Background: an optimization exercise with open tools, aiming at small area and a short achievable clock period. Do not read the settings as production practice.
RTL that was checked went through simulation tests only; none was proved equivalent to the original.

==> flow/design.v (excerpt) <==
module fpu #(
    parameter DATA_WIDTH = 32,
    parameter INST_WIDTH = 1
)(
    input                   i_clk,
    input                   i_rst_n,
    input  [DATA_WIDTH-1:0] i_data_a,
    input  [DATA_WIDTH-1:0] i_data_b,
    input  [INST_WIDTH-1:0] i_inst,
    input                   i_valid,
    output [DATA_WIDTH-1:0] o_data,
    output                  o_valid
);
clock: 70.0 ns
lec_check: 0
abc_area: 1
cap_margin: 20
core_margin: 2
core_utilization: 45
place_density: 0.6
slew_margin: 20
synth_hierarchical: 1
standard.sh (not shown) runs the stock make flow with config.mk's settings and CLKGATE_MAP_FILE= SYNTH_SCRIPT=/design/flow/synth_recipe.tcl, a recipe that flattens the netlist after the stock synthesis.
==> flow/flow/run.sh <==
#!/bin/bash
# Standard synthesis, then an inverter clean-up around the full adders
# (flow/netopt.py), then the rest of the standard layout with plain
# buffers on the ports and setup repair aimed beyond the clock period.
set -euo pipefail
R=orfs/results/${FLOW_PLATFORM}/fpu/base
LIB=${FLOW_HOME}/platforms/${FLOW_PLATFORM}/lib/sky130_fd_sc_hd__tt_025C_1v80.lib
bash standard.sh synth > synth.log 2>&1
cp $R/1_2_yosys.v 1_2_yosys_std.v
python3 flow/netopt.py "$LIB" 1_2_yosys_std.v $R/1_2_yosys.v > netopt.log 2>&1
rm -f $R/1_synth.odb $R/1_synth.sdc
export BUFFER_PORTS_ARGS="-buffer_cell sky130_fd_sc_hd__buf_2"
export SETUP_SLACK_MARGIN=${MARGIN:-43}
bash standard.sh finish > layout.log 2>&1
Other scripts of this flow, unchanged in this note and not shown: flow/flow/netopt.py
==> next run, changes <==
==> flow/flow/run.sh (replaced) <==
#!/bin/bash
# Standard synthesis, then an inverter clean-up around the full adders
# (flow/netopt.py), then the rest of the standard layout.
set -euo pipefail
R=orfs/results/${FLOW_PLATFORM}/fpu/base
LIB=${FLOW_HOME}/platforms/${FLOW_PLATFORM}/lib/sky130_fd_sc_hd__tt_025C_1v80.lib
bash standard.sh synth > synth.log 2>&1
cp $R/1_2_yosys.v 1_2_yosys_std.v
python3 flow/netopt.py "$LIB" 1_2_yosys_std.v $R/1_2_yosys.v > netopt.log 2>&1
rm -f $R/1_synth.odb $R/1_synth.sdc
# over-fix setup: aim for slack well beyond what the clock period needs
SETUP_SLACK_MARGIN=${MARGIN:-43} bash standard.sh finish > layout.log 2>&1
CORE_UTILIZATION = 55   (was 45)
PLACE_DENSITY = 0.65   (was 0.6)
SYNTH_HIERARCHICAL = unset   (was 1)
Register-to-register slack got worse by 20 ps.
Sequential share of layout area hardly moves.
Die area went down by 17%.
Non-clock buffer count grows by 15.
Routed wire length goes up by 4.6%.
Global-route usage grows by 7.8 points.
Cell area rises by 2.2%.
Hold slack is about the same.
Maximum frequency rose by 1.5%.
No run of this note included a check of the RTL's function; only the layout flow was run.

* * *

== the reference run ==
fpu, a different RTL version from the one above (not shown whole).
Size: roughly 100 I/O pins, ~24,000 µm² of cells after synthesis.
## fpu
module fpu #(
    parameter DATA_WIDTH = 32,
    parameter INST_WIDTH = 1
)(
    input                   i_clk,
    input                   i_rst_n,
    input  [DATA_WIDTH-1:0] i_data_a,
    input  [DATA_WIDTH-1:0] i_data_b,
    input  [INST_WIDTH-1:0] i_inst,
    input                   i_valid,
    output [DATA_WIDTH-1:0] o_data,
    output                  o_valid
);
Settings: LEC_CHECK=0, ABC_AREA=1, CAP_MARGIN=20, CORE_MARGIN=2, CORE_UTILIZATION=55, PLACE_DENSITY=0.72, SLEW_MARGIN=20, SYNTH_HIERARCHICAL=1; clock period 70.0 ns.
==> flow/flow/run.sh <==
#!/bin/bash
# Standard synthesis, then an inverter clean-up around the full adders
# (flow/netopt.py), then the rest of the standard layout with plain
# buffers on the ports and setup repair aimed beyond the clock period.
set -euo pipefail
R=orfs/results/${FLOW_PLATFORM}/fpu/base
LIB=${FLOW_HOME}/platforms/${FLOW_PLATFORM}/lib/sky130_fd_sc_hd__tt_025C_1v80.lib
bash standard.sh synth > synth.log 2>&1
cp $R/1_2_yosys.v 1_2_yosys_std.v
python3 flow/netopt.py "$LIB" 1_2_yosys_std.v $R/1_2_yosys.v > netopt.log 2>&1
rm -f $R/1_synth.odb $R/1_synth.sdc
export BUFFER_PORTS_ARGS="-buffer_cell sky130_fd_sc_hd__buf_2"
export SETUP_SLACK_MARGIN=${MARGIN:-46}
bash standard.sh finish > layout.log 2>&1
Other scripts of this flow, unchanged in this note and not shown: flow/flow/netopt.py
## Diff of input files: the trial run against the reference run
# the reference run
export LEC_CHECK = 0
export ABC_AREA = 1
export CAP_MARGIN = 20
export CORE_MARGIN = 2
export CORE_UTILIZATION = 55
export PLACE_DENSITY = 0.72
export SLEW_MARGIN = 20
export SYNTH_HIERARCHICAL = 1
create_clock -name core_clock -period 70.0 [get_ports {i_clk}]
# the trial run
export LEC_CHECK = 0
export ABC_AREA = 1
export CAP_MARGIN = 20
export CORE_MARGIN = 2
export CORE_UTILIZATION = 45
export PLACE_DENSITY = 0.6
export SLEW_MARGIN = 20
export SYNTH_HIERARCHICAL = 1
create_clock -name core_clock -period 70.0 [get_ports {i_clk}]
Results
- Count of clock-buffer cells in the layout was lower in the run labelled the trial run.
- Comparing the reference run and the trial run, maximum achievable frequency is lower on the reference run.
- Worst-margin pin slew ends up lower on the trial run.
- [the trial run] number of buffers inserted by post-CTS setup repair rose 7 relative to the reference run
- The reference run -> the trial run: worst hold path cell count delta 0, exact match
- The trial run finished end to end and its layout was clean on timing, DRC and antenna.
- Compared to the reference run, the trial run shows a wider setup margin.

* * *

Starting RTL as in the previous note.
## fpu
module fpu #(
    parameter DATA_WIDTH = 32,
    parameter INST_WIDTH = 1
)(
    input                   i_clk,
    input                   i_rst_n,
    input  [DATA_WIDTH-1:0] i_data_a,
    input  [DATA_WIDTH-1:0] i_data_b,
    input  [INST_WIDTH-1:0] i_inst,
    input                   i_valid,
    output [DATA_WIDTH-1:0] o_data,
    output                  o_valid
);
    reg [DATA_WIDTH-1:0]    o_data_r;
    reg                     o_valid_r;
    assign o_data  = o_data_r;
    assign o_valid = o_valid_r;
    wire        sa = i_data_a[31];
    wire        sb = i_data_b[31];
    wire [7:0]  ea = i_data_a[30:23];
    wire [7:0]  eb = i_data_b[30:23];
    wire [23:0] fa = {1'b1, i_data_a[22:0]};
    wire [23:0] fb = {1'b1, i_data_b[22:0]};
    wire        a_gt = i_data_a[30:0] > i_data_b[30:0];
    wire [8:0]  dab  = {1'b0, ea} - {1'b0, eb};
    wire [7:0]  dba  = eb - ea;
    wire [7:0]  d    = dab[8] ? dba : dab[7:0];
    wire [7:0]  ebig = a_gt ? ea : eb;
    wire [23:0] fbig = a_gt ? fa : fb;
    wire [23:0] fsml = a_gt ? fb : fa;
    wire        sbig = a_gt ? sa : sb;
  ...
Settings: LEC_CHECK=0, ABC_AREA=1, CAP_MARGIN=20, CORE_MARGIN=2, CORE_UTILIZATION=45, PLACE_DENSITY=0.6, SLEW_MARGIN=20, SYNTH_HIERARCHICAL=1; clock period 70.0 ns.
==> flow/flow/run.sh <==
#!/bin/bash
# Standard synthesis, then an inverter clean-up around the full adders
# (flow/netopt.py), then the rest of the standard layout with plain
# buffers on the ports and setup repair aimed beyond the clock period.
set -euo pipefail
R=orfs/results/${FLOW_PLATFORM}/fpu/base
LIB=${FLOW_HOME}/platforms/${FLOW_PLATFORM}/lib/sky130_fd_sc_hd__tt_025C_1v80.lib
bash standard.sh synth > synth.log 2>&1
cp $R/1_2_yosys.v 1_2_yosys_std.v
python3 flow/netopt.py "$LIB" 1_2_yosys_std.v $R/1_2_yosys.v > netopt.log 2>&1
rm -f $R/1_synth.odb $R/1_synth.sdc
export BUFFER_PORTS_ARGS="-buffer_cell sky130_fd_sc_hd__buf_2"
export SETUP_SLACK_MARGIN=${MARGIN:-50}
bash standard.sh finish > layout.log 2>&1
Other scripts of this flow, unchanged in this note and not shown: flow/flow/netopt.py
The starting point finished with timing, DRC and antenna clean.
Then changed:
--- a/flow/flow/run.sh
+++ b/flow/flow/run.sh
@@ -13 +13 @@
-export SETUP_SLACK_MARGIN=${MARGIN:-50}
+export SETUP_SLACK_MARGIN=${MARGIN:-45}
What happened:
- The changed run completed with no timing, DRC or antenna violations
- maximum frequency came out lower by 7.9%
- non-clock buffer count drops by 221
- global-route usage falls by 3.5 points
- die area is unchanged
- routed wire length fell by 10%
- critical path depth fell by 10
- setup slack loses 1.9 ns
- design area falls by 15%

* * *

## Q
fpu again, from the RTL that the note above started with.
clock: 70.0 ns
lec_check: 0
abc_area: 1
cap_margin: 20
core_margin: 2
core_utilization: 45
place_density: 0.6
slew_margin: 20
synth_hierarchical: 1
==> flow/flow/run.sh <==
#!/bin/bash
# Standard synthesis, then an inverter clean-up around the full adders
# (flow/netopt.py), then the rest of the standard layout with plain
# buffers on the ports and setup repair aimed beyond the clock period.
set -euo pipefail
R=orfs/results/${FLOW_PLATFORM}/fpu/base
LIB=${FLOW_HOME}/platforms/${FLOW_PLATFORM}/lib/sky130_fd_sc_hd__tt_025C_1v80.lib
bash standard.sh synth > synth.log 2>&1
cp $R/1_2_yosys.v 1_2_yosys_std.v
python3 flow/netopt.py "$LIB" 1_2_yosys_std.v $R/1_2_yosys.v > netopt.log 2>&1
rm -f $R/1_synth.odb $R/1_synth.sdc
export BUFFER_PORTS_ARGS="-buffer_cell sky130_fd_sc_hd__buf_2"
export SETUP_SLACK_MARGIN=${MARGIN:-47}
bash standard.sh finish > layout.log 2>&1
Other scripts of this flow, unchanged in this note and not shown: flow/flow/netopt.py
Q finished end to end and its layout was clean on timing, DRC and antenna.
The following lists how T was set up differently from Q:
--- a/flow/flow/run.sh
+++ b/flow/flow/run.sh
@@ -12,3 +12,3 @@
 export BUFFER_PORTS_ARGS="-buffer_cell sky130_fd_sc_hd__buf_2"
-export SETUP_SLACK_MARGIN=${MARGIN:-47}
+export SETUP_SLACK_MARGIN=${MARGIN:-43}
 bash standard.sh finish > layout.log 2>&1
==> summary.txt <==
Both conditions hold for T: the flow ran to the end and the final layout passed the timing, DRC and antenna checks. Higher detailed-routing iteration count for the pre-antenna-repair pass goes to Q over T. In T relative to Q, maximum frequency had gone down by more than 10%. The via count reported for T is lower than the one for Q. Diff Q -> T: fraction of the cycle the final worst path needs saw an increase; initial antenna violation count fell 1; netlist area before placement stayed essentially flat; via count of the first global-routing pass went down. Q → T: wire length decreased 5.0 mm; routed metal-1 wirelength decreased 1.7%; filler cell count in the final layout increased 176.

* * *

Another version of the RTL of fpu (not shown whole).
Size: about 100 I/O pins, roughly 23000 µm² of cells after synthesis.
export LEC_CHECK = 0
export ABC_AREA = 1
export CAP_MARGIN = 20
export CORE_MARGIN = 2
export CORE_UTILIZATION = 45
export PLACE_DENSITY = 0.6
export SLEW_MARGIN = 20
export SYNTH_HIERARCHICAL = 1
create_clock -name core_clock -period 70.0 [get_ports {i_clk}]
==> flow/flow/run.sh <==
#!/bin/bash
# Standard synthesis, then an inverter clean-up around the full adders
# (flow/netopt.py), then the rest of the standard layout with plain
# buffers on the ports and setup repair aimed beyond the clock period.
set -euo pipefail
R=orfs/results/${FLOW_PLATFORM}/fpu/base
LIB=${FLOW_HOME}/platforms/${FLOW_PLATFORM}/lib/sky130_fd_sc_hd__tt_025C_1v80.lib
bash standard.sh synth > synth.log 2>&1
cp $R/1_2_yosys.v 1_2_yosys_std.v
python3 flow/netopt.py "$LIB" 1_2_yosys_std.v $R/1_2_yosys.v > netopt.log 2>&1
rm -f $R/1_synth.odb $R/1_synth.sdc
export BUFFER_PORTS_ARGS="-buffer_cell sky130_fd_sc_hd__buf_2"
export SETUP_SLACK_MARGIN=${MARGIN:-48}
bash standard.sh finish > layout.log 2>&1
Other scripts of this flow, unchanged in this note and not shown: flow/flow/netopt.py
The baseline finished clean.
Rerun with:
--- a/flow/flow/run.sh
+++ b/flow/flow/run.sh
@@ -11,4 +11,4 @@
 rm -f $R/1_synth.odb $R/1_synth.sdc
 export BUFFER_PORTS_ARGS="-buffer_cell sky130_fd_sc_hd__buf_2"
-export SETUP_SLACK_MARGIN=${MARGIN:-48}
+export SETUP_SLACK_MARGIN=${MARGIN:-47}
 bash standard.sh finish > layout.log 2>&1
After rerunning:
- The changed run finished with timing, DRC and antenna clean
- count of clock-buffer cells in the layout stays the same
- sequential cell count is unchanged
- die area does not change
Rerun with:
--- a/flow/flow/run.sh
+++ b/flow/flow/run.sh
@@ -11,4 +11,4 @@
 rm -f $R/1_synth.odb $R/1_synth.sdc
 export BUFFER_PORTS_ARGS="-buffer_cell sky130_fd_sc_hd__buf_2"
-export SETUP_SLACK_MARGIN=${MARGIN:-47}
+export SETUP_SLACK_MARGIN=${MARGIN:-46}
 bash standard.sh finish > layout.log 2>&1
The changed run produced a clean layout.
Cell count stays flat.
Non-clock buffer count goes down by 8.
Wire length goes down by 1.7%.
Global-route usage hardly moves.
Rerun with:
--- a/flow/flow/run.sh
+++ b/flow/flow/run.sh
@@ -11,4 +11,4 @@
 rm -f $R/1_synth.odb $R/1_synth.sdc
 export BUFFER_PORTS_ARGS="-buffer_cell sky130_fd_sc_hd__buf_2"
-export SETUP_SLACK_MARGIN=${MARGIN:-46}
+export SETUP_SLACK_MARGIN=${MARGIN:-47}
 bash standard.sh finish > layout.log 2>&1
--- a/flow/config.mk
+++ b/flow/config.mk
@@ -10,4 +10,5 @@
 export CORE_MARGIN = 2
 export CORE_UTILIZATION = 45
+export GPL_TIMING_DRIVEN = 1
 export PLACE_DENSITY = 0.6
 export SLEW_MARGIN = 20
Result: Synthesized area is unchanged. Count of clock-buffer cells in the layout is unchanged. Sequential share of layout area is about the same. Setup slack improves by 920 ps. Cell area came out higher by 1.6%. Clock skew does not change.

afterwards: timing with drivers on the ports:
The results above use ideal ports. As a check the final layouts listed here were re-extracted and re-timed, cells and wires unchanged. Step 1: set_driving_cell puts a clkbuf_16 on i_clk and a buf_2 on each other input, an assumption about the parent block. Step 2 times the ports against the registers' clock, not the clock port: input delays grow and output delays shrink by t, the midpoint of the rising clock arrivals with the driver on. Slacks: ideal ports / drivers / drivers and shift; pairs: ideal ports / drivers.
run | t, ns | slack for setup (ns) | hold WS [ns] | cell pins on the clock port's net
the first run of note 1 | 0.328 | 44.463 / 44.457 / 44.129 | 0.476 / 0.476 / 0.476 | 1
the second run of note 1 | 0.341 | 44.831 / 44.855 / 44.514 | 0.475 / 0.475 / 0.475 | 1
the reference run | 0.330 | 46.473 / 46.492 / 46.162 | 0.472 / 0.472 / 0.472 | 1
the trial run | 0.339 | 46.603 / 46.612 / 46.273 | 0.473 / 0.473 / 0.473 | 1
the first run of note 3 | 0.341 | 47.673 / 47.666 / 47.325 | 0.472 / 0.472 / 0.472 | 1
the second run of note 3 | 0.338 | 45.751 / 45.765 / 45.427 | 0.474 / 0.474 / 0.474 | 1
Q | 0.343 | 47.261 / 47.279 / 46.937 | 0.476 / 0.476 / 0.476 | 1
T | 0.338 | 44.257 / 44.271 / 43.934 | 0.474 / 0.474 / 0.474 | 1
the first run of note 5 | 0.342 | 48.289 / 48.225 / 47.884 | 0.473 / 0.473 / 0.473 | 1
the second run of note 5 | 0.341 | 47.494 / 47.475 / 47.134 | 0.473 / 0.473 / 0.473 | 1
the third run of note 5 | 0.341 | 46.570 / 46.594 / 46.253 | 0.473 / 0.473 / 0.473 | 1
the fourth run of note 5 | 0.341 | 47.494 / 47.475 / 47.134 | 0.473 / 0.473 / 0.473 | 1
After both steps setup and hold are still met in every run listed. The setup slack of the first run of note 5, which loses most, moves by -0.064 ns with the drivers and by -0.405 ns with both steps.
